This is an optimization exercise on Yosys and OpenROAD, whose aim is small area, a short achievable clock period and few clock cycles per item, not a production implementation. Only simulation tests tie the RTL to the original design; equivalence was not proved. Power figures rest on the tool's default switching activity, not on a simulated workload.

==> flow/design.v <==
`timescale 1ns / 1ps
module mult(
  input clk_i,
  input rst_i,
  input [15:0] a_bi,
  input [7:0] b_bi,
  input start_i,
  output busy_o,
  output reg [23:0] y_bo 
);
  localparam IDLE = 1'b0, WORK = 1'b1;
  reg [2:0] ctr;
  wire [2:0] end_step;
  wire [23:0] part_sum;
  wire [23:0] shifted_part_sum;
  reg [7:0] b;
  reg [15:0] a;
  reg [23:0] part_res;
  reg state;
  assign part_sum = a&{16{b[ctr]}};
  assign shifted_part_sum=part_sum<<ctr;
  assign end_step=(ctr==3'h7);
  assign busy_o=state;
  always @(posedge clk_i)
	if (rst_i) begin
		ctr <= 0 ;
		part_res <= 0 ;
		y_bo <= 0 ;
		state <= IDLE;
	end else begin
		case (state)
			IDLE:
				if (start_i) begin
					state <= WORK;
					a <= a_bi;
					b <= b_bi;
					ctr <= 0;
					part_res <= 0;
				end
			WORK:
				begin
					if (end_step) begin
						state <= IDLE;
						y_bo <= part_res+shifted_part_sum;
					end else begin
					   part_res <= part_res+shifted_part_sum;
					   ctr <= ctr+1;
					end
				end
		endcase
	end
endmodule
`timescale 1ns / 1ps
module cube (
  input clk_i,
  input rst_i,
  input [7:0] x_bi,
  input start_i,
  output [1:0] busy_o,
  output reg [23:0] y_bo 
);
  localparam IDLE = 2'b00, FIRST_WORK = 2'b01, SECOND_WORK = 2'b10;
  reg [15:0] a;
  reg [7:0] b;
  wire [23:0] result;
  wire mult_busy;
  reg [1:0] state;
  reg start;
  reg start_end;
  assign busy_o=state;
  mult multiple(
    .clk_i(clk_i),
    .rst_i(rst_i),
    .a_bi(a),
    .b_bi(b),
    .start_i(start),
    .busy_o(mult_busy),
    .y_bo(result)
  );
  always @(posedge clk_i)
    if (rst_i) begin
      y_bo <= 0;
      start <= 0;
      start_end <= 0;
      state <= IDLE;
    end else begin
      case (state)
		IDLE:
			if (start_i) begin
					state <= FIRST_WORK;
					a <= {8'b0,x_bi};
					b <= x_bi;
					start <= 1;
					start_end <= 0;
			end
		FIRST_WORK:
			begin
				if (start_end==0) begin
					start_end <= 1;
				end else begin
					start <= 0;
				end
				if (mult_busy==0 && start==0) begin
					state <= SECOND_WORK;
					a <= result[15:0];
					b <= x_bi;
					start <= 1;
					start_end <= 0;
				end
			end
		SECOND_WORK:
			begin
				if (start_end==0) begin
					start_end <= 1;
				end else begin
					start <= 0;
				end
				if (mult_busy==0 && start==0) begin
                    state <= IDLE;
                    y_bo <= result;
				end
			end
	  endcase
    end
endmodule
`timescale 1ns / 1ps
module sqrt(
  input clk_i,
  input rst_i,
  input start_i,
  input [7:0] x_i,
  output [1:0] busy_o,
  output reg [3:0] y_o 
);
  localparam IDLE = 2'b00, Y_WORK = 2'b01, X_WORK = 2'b10;
  reg [6:0] m,y,b;
  reg [7:0] x;
  wire x_above_b,end_step;
  reg [1:0] state;
  assign busy_o=state;
  assign x_above_b=(x>=b);
  assign end_step=(m==0);
  always @(posedge clk_i)
    if (rst_i) begin
      y_o <= 0;
      state <= IDLE;
    end else begin
      case (state)
		IDLE:
			if (start_i) begin
				x <= x_i;
				m <= 7'b1000000;
				y <= 0;
				state <= Y_WORK;
			end
		Y_WORK:
			if (!end_step) begin
				b <= y|m;
				y <= y>>1;
				state <= X_WORK;
			end else begin
				y_o <= y;
				state <= IDLE;
			end
		X_WORK:
			begin
				if (x_above_b) begin
					x <= x-b;
					y <= y|m;
				end
				m <= m>>2;
				state <= Y_WORK;
			end
	  endcase
    end   
endmodule
`timescale 1ns / 1ps
module func(
	input clk_i,
	input rst_i,
	input start_i,
	input [7:0] a_i,
	input [7:0] b_i,
	input change_mode,
	output [1:0] busy_o,
	output [15:0] y_o
);
  localparam IDLE = 2'b00, WORK=2'b10, UNSET_START=2'b01;
  wire [1:0] busy_cube, busy_sqrt;
  reg start_cube,start_sqrt;
  reg [1:0] state;
  reg [23:0] part_result;
  reg mode;
  wire [23:0] result_cube;
  wire [3:0] result_sqrt;
  reg [7:0] a,b;
  wire done;
  cube cube1(
	.clk_i(clk_i),
	.rst_i(rst_i),
	.x_bi(a),
	.start_i(start_cube),
	.busy_o(busy_cube),
	.y_bo(result_cube)
  );
  sqrt sqrt1(
	.clk_i(clk_i),
	.rst_i(rst_i),
	.x_i(b),
	.start_i(start_sqrt),
	.busy_o(busy_sqrt),
	.y_o(result_sqrt)
  );
  assign busy_o = state;
  assign done = (busy_sqrt==0 && busy_cube==0 && (result_cube!=0 && a!=0 || result_cube==0 && a==0) && (result_sqrt!=0 && b!=0 || result_sqrt==0 && b==0));  
  assign y_o[7:0]=mode? part_result[23:16]:part_result[7:0];
  assign y_o[15:8]=mode? 0:part_result[15:8];
  always @(posedge clk_i) begin
    if (rst_i) mode <= 1'b0;
    else if (change_mode) mode <= ~mode;
    if (rst_i) begin
      part_result <= 0;
      start_cube <= 0;
      start_sqrt <= 0;
      state <= IDLE;
    end else begin
      case (state)
		IDLE:
			if (start_i) begin
			    part_result <= 0;
				a <= a_i;
				b <= b_i;
				start_cube <= 1;
				start_sqrt <= 1;
				state <= UNSET_START;
			end
	    UNSET_START:
	       begin
	           if (busy_cube) begin
	               start_cube <= 0;
	           end
	           if (busy_sqrt) begin
	               start_sqrt <= 0;
	           end
	           if (start_cube==0 && start_sqrt==0) begin
	               state <= WORK;
	           end
	       end
		WORK:
			begin
				if (done) begin
					part_result <= result_cube+result_sqrt;
					state <= IDLE;
				end
			end
	  endcase
      end
    end
endmodule
==> flow/run.sh <==
#!/bin/bash
# synth_recipe.tcl (not shown) runs the flow's synth.tcl, then flattens the netlist and writes it again
# the make line also repeats each setting of config.mk as NAME=value (left out here)
make -C /OpenROAD-flow-scripts/flow DESIGN_CONFIG=/design/flow/config.mk WORK_HOME=/design/flow/orfs CLKGATE_MAP_FILE= SYNTH_SCRIPT=/design/flow/synth_recipe.tcl finish
==> flow/config.mk <==
export PLATFORM = sky130hd
export DESIGN_NAME = func
export DESIGN_NICKNAME = func
export VERILOG_FILES = /design/flow/design.v
export SDC_FILE = /design/flow/constraint.sdc
export NUM_CORES = 4
export LEC_CHECK = 0
export CAP_MARGIN = 20
export CORE_MARGIN = 2
export CORE_UTILIZATION = 40
export SLEW_MARGIN = 20
==> flow/constraint.sdc <==
create_clock -name core_clock -period 5.0 [get_ports {clk_i}]
set_input_delay 1.0000 -clock core_clock [delete_from_list [all_inputs] [get_ports {clk_i}]]
set_output_delay 1.0000 -clock core_clock [all_outputs]
set_load 0.01 [all_outputs]
==> results.yml <==
drt:
  drc_errors: 0
  viasPerCell: 5.44
  drtIter0Drc: 455
  vias: 8028
  first_pass_iters: 5
  wl_um: 25600
  ant_nets: 0
  wl_per_cell_um: 17.3
worst_setup_path:
  critPathBufInv: 0
  path_class: "reg -> reg"
  path_cells: "mux4_2 > nand2b_1 > and2_1 > a21oi_1 > ha_1 > a21oi_1 > o2111ai_1 > a21boi_1 > o221ai_2 > and2_1 > mux2i_1 > a311o_1"
  cp-end-kind: "flip-flop"
  slowest_delay_ns: 0.61
  crit_end: "cube1.multiple.y_bo[17]$_SDFFE_PP0P_"
  start_kind: "flip-flop"
  crit_path_start: "cube1.multiple.ctr[1]$_SDFFE_PP0P_"
  rr_startpoint: "cube1.multiple.ctr[1]$_SDFFE_PP0P_"
  cp_top_family: "compound AO/OA/AOI/OAI gates"
  worst_ep_arrival_time_ns: 4.42
  crit_cells: 12
  worstPathRequired_ns: 5.39
  r2r_end: "cube1.multiple.y_bo[17]$_SDFFE_PP0P_"
  ff2ff_path_depth: 12
  reg2reg_slack_ns: 0.98
  worstPathMaxFanout: 14
  cp_slowest_cell: "dfxtp_1"
die:
  initial_core_util_pct: 40.6
  dieArea_um2: 27800
  rows: 59
  core_area_um2: 26100
  die_width_um: 167
  die_height_um: 167
  ios: 38
sta:
  tightest_slew_ns: 0.957
  fmax_ghz: 0.248
  hold_viol_final: 0
  finClkSkew_ns: 0.0101
  setup_viol: 0
  slew_violations: 0
  relSlewSlack_pct: 35.6
  rsz0062_at_grt: "no"
  setup_tns_ns: 0
  min_period_ns: 4.02
  period_share_pct: 80.5
placement:
  port_buffers: 37
  hpwlAfterDp_um: 18300
  routabilityCongestion: 0.892
pwr:
  finalPower_uw: 5260
  p_leak_uw: 0.00434
  max-vdd-ir-drop_uv: 328
  powerDensity_nw_per_um2: 439
clock_tree:
  ctsHoldBuffers: 0
  clk_pin_slew_ns: 0.06
  cts_resized: 0
  cts_made_buffers: 23
  htree_levels: 1
  worst_skew_pair.late_latency_ns: 0.51
  cts_tree: "built"
  clock-sinks: 205
  post_cts_buffers: 0
  cts_max_path_buffers: 3
  root_buffer: "clkbuf_16"
cells_and_area:
  drive_gt1_share_pct: 7.71
  syn_to_final_growth_pct: 13.0
  multi_input_area_um2: 5180
  final_common_cell: "nand2_1"
  layout_common_cells: "167 x nand2_1, 115 x dfxtp_1, 100 x a21oi_1"
  seq_area_um2: 5000
  nNetsFinal: 1197
  fill_cells: 2489
  antenna_cells: 0
yosys:
  synthTopCellsByArea: "edfxtp_1 26%, dfxtp_1 22%, nand2_1 5.9%"
  netlist_instances: 1113
  netlist.area_leader.share_pct: 25.5
  yosysTopAreaCell: "edfxtp_1"
  ys_seq_area_share_pct: 47.3
  ys_ff_latch: 205
  ys_async_sr_fraction_pct: 0
  synth_edf_count: 90
  netlist_area_um2: 10600
  synth_cell_types: 68
  yosys_warnings: 4
  avgSynthCellArea_um2: 9.51
  synthesis.nets: 1184
  synth-main-ff-cell: "dfxtp_1"
global_routing:
  grt_pass1_vias: 7847
  grt_pass1_wl_um: 41400
  grt_max_degree: 62
  gr-total-overflow: 0
  grt.total_usage_pct: 18.2
  antenna_found_initial: 0
status:
  status: "complete, no violations"
run:
  maxCapViolCount: 0
min_path:
  hp-class: "reg -> reg"
[cells in the mapped netlist (all sizes together), types with 4 or more instances]
library cell and number:
nand2 167, dfxtp 115, a21oi 100, edfxtp 90, nor2 82, o21ai 51, nand3 50, ha 48
clkbuf 42, and2 32, inv 30, mux2i 30, nor2b 26, xor2 24, mux2 21, xnor2 21
buf 18, nor4 13, a21o 12, nand4 12, a31oi 10, a211oi 8, a21boi 8, a22oi 8
and3 8, nor3 8, o211ai 6, mux4 5, nand2b 5, nand3b 5, or2 5, o21a 4
[registers in the layout, summed over array words and instances (netlist names), 16 cells and up]
name                     flops
cube1.multiple.a            16
cube1.y_bo                  24
cube1.multiple.y_bo         24
cube1.a                     16
cube1.multiple.part_res     24
part_result                 24
[final cells by class]
class	instances	share of cell area (%)
Tap cell	335	3.50
Multi-Input combinational cell	816	43.3
Clock inverter	13	1.40
Timing Repair Buffer	48	3.80
Inverter	32	1.00
Clock buffer	27	5.19
Sequential cell	205	41.8
[cell families after synthesis]
group | share of synthesized area, %
AOI/OAI and AO/OA | 13.7
muxes | 6.13
buffers and inverters | 3.92
and+or+nand+nor | 19.0
xor gates and xnor gates | 3.72
DFF | 47.3
adders and majority gates | 6.24
[how the worst min path moves through the flow]
stage	start	endpoint	slack, ns	cells past startpoint
global placement	cube1.a[13]$_SDFFCE_PN0P_	cube1.multiple.a[13]$_DFFE_PP_	0.40	0
global route	cube1.a[5]$_DFFE_PP_	cube1.multiple.a[5]$_DFFE_PP_	0.42	0
detailed placement	cube1.a[15]$_SDFFCE_PN0P_	cube1.multiple.a[15]$_DFFE_PP_	0.41	0
finish	cube1.a[15]$_SDFFCE_PN0P_	cube1.multiple.a[15]$_DFFE_PP_	0.42	0
CTS	cube1.a[5]$_DFFE_PP_	cube1.multiple.a[5]$_DFFE_PP_	0.42	0
floorplan	cube1.a[0]$_DFFE_PP_	cube1.multiple.a[0]$_DFFE_PP_	0.40	0
[metal layers]
metal  vias to the layer above  wire length [µm]  GRT usage [%]
met2                       181             11500           29.2
met3                        47              1190           2.83
met1                      3821             12100           25.2
met4                         0               720           5.73
li1                       3979                 -              -
met5                         -                 0              0
[per-stage QoR]
stage / area, µm² / instances / setup WS, ns / hold WS (ns) / utilization [%]
2_1_floorplan: 10600 / 1113 / 0.724 / 0.400 / -
3_3_place_gp: 11200 / 1435 / 1.07 / 0.401 / 42.9
3_5_place_dp: 11200 / 1435 / 1.00 / 0.405 / 42.9
4_1_cts: 12000 / 1475 / 0.966 / 0.416 / 45.9
5_1_grt: 12000 / 1476 / 0.573 / 0.419 / 45.9
6_report: 12000 / 1476 / 0.976 / 0.417 / 45.9
[power breakdown]
part | leakage, µW | switching [µW] | internal (µW) | total, µW
logic | 0.00219 | 831 | 482 | 1310
clock network | 0.000388 | 679 | 1090 | 1770
registers | 0.00176 | 141 | 2040 | 2180
Testbench counts, summed over its fixed seeds: cycles 36,800, items 1,600.

## static timing again, ports no longer ideal
The flow's constraints put no driver on any port. The routed layout listed below was extracted and timed again, unchanged, in two steps.
Step 1 assumes that a clkbuf_16 drives the clock port and a buf_2 every other input.
Step 2 adds t to the input delays and takes it off the output delays; t is the mean of the earliest and latest rising clock arrival at the registers after step 1. Input paths then give back, and output paths get back, about the clock's delay inside the block.
Three values: ideal, step 1, step 2; two values: the first two.
shift t [ns]: 0.556
slack for setup (ns): 0.976 / 0.976 / 0.976
worst setup path at the end: register to register
worst slew at a driven data input, ns: 0.03
After both steps this run still meets setup and hold. The setup slack of this run moves by 0.000 ns with the drivers and by 0.000 ns with both steps.
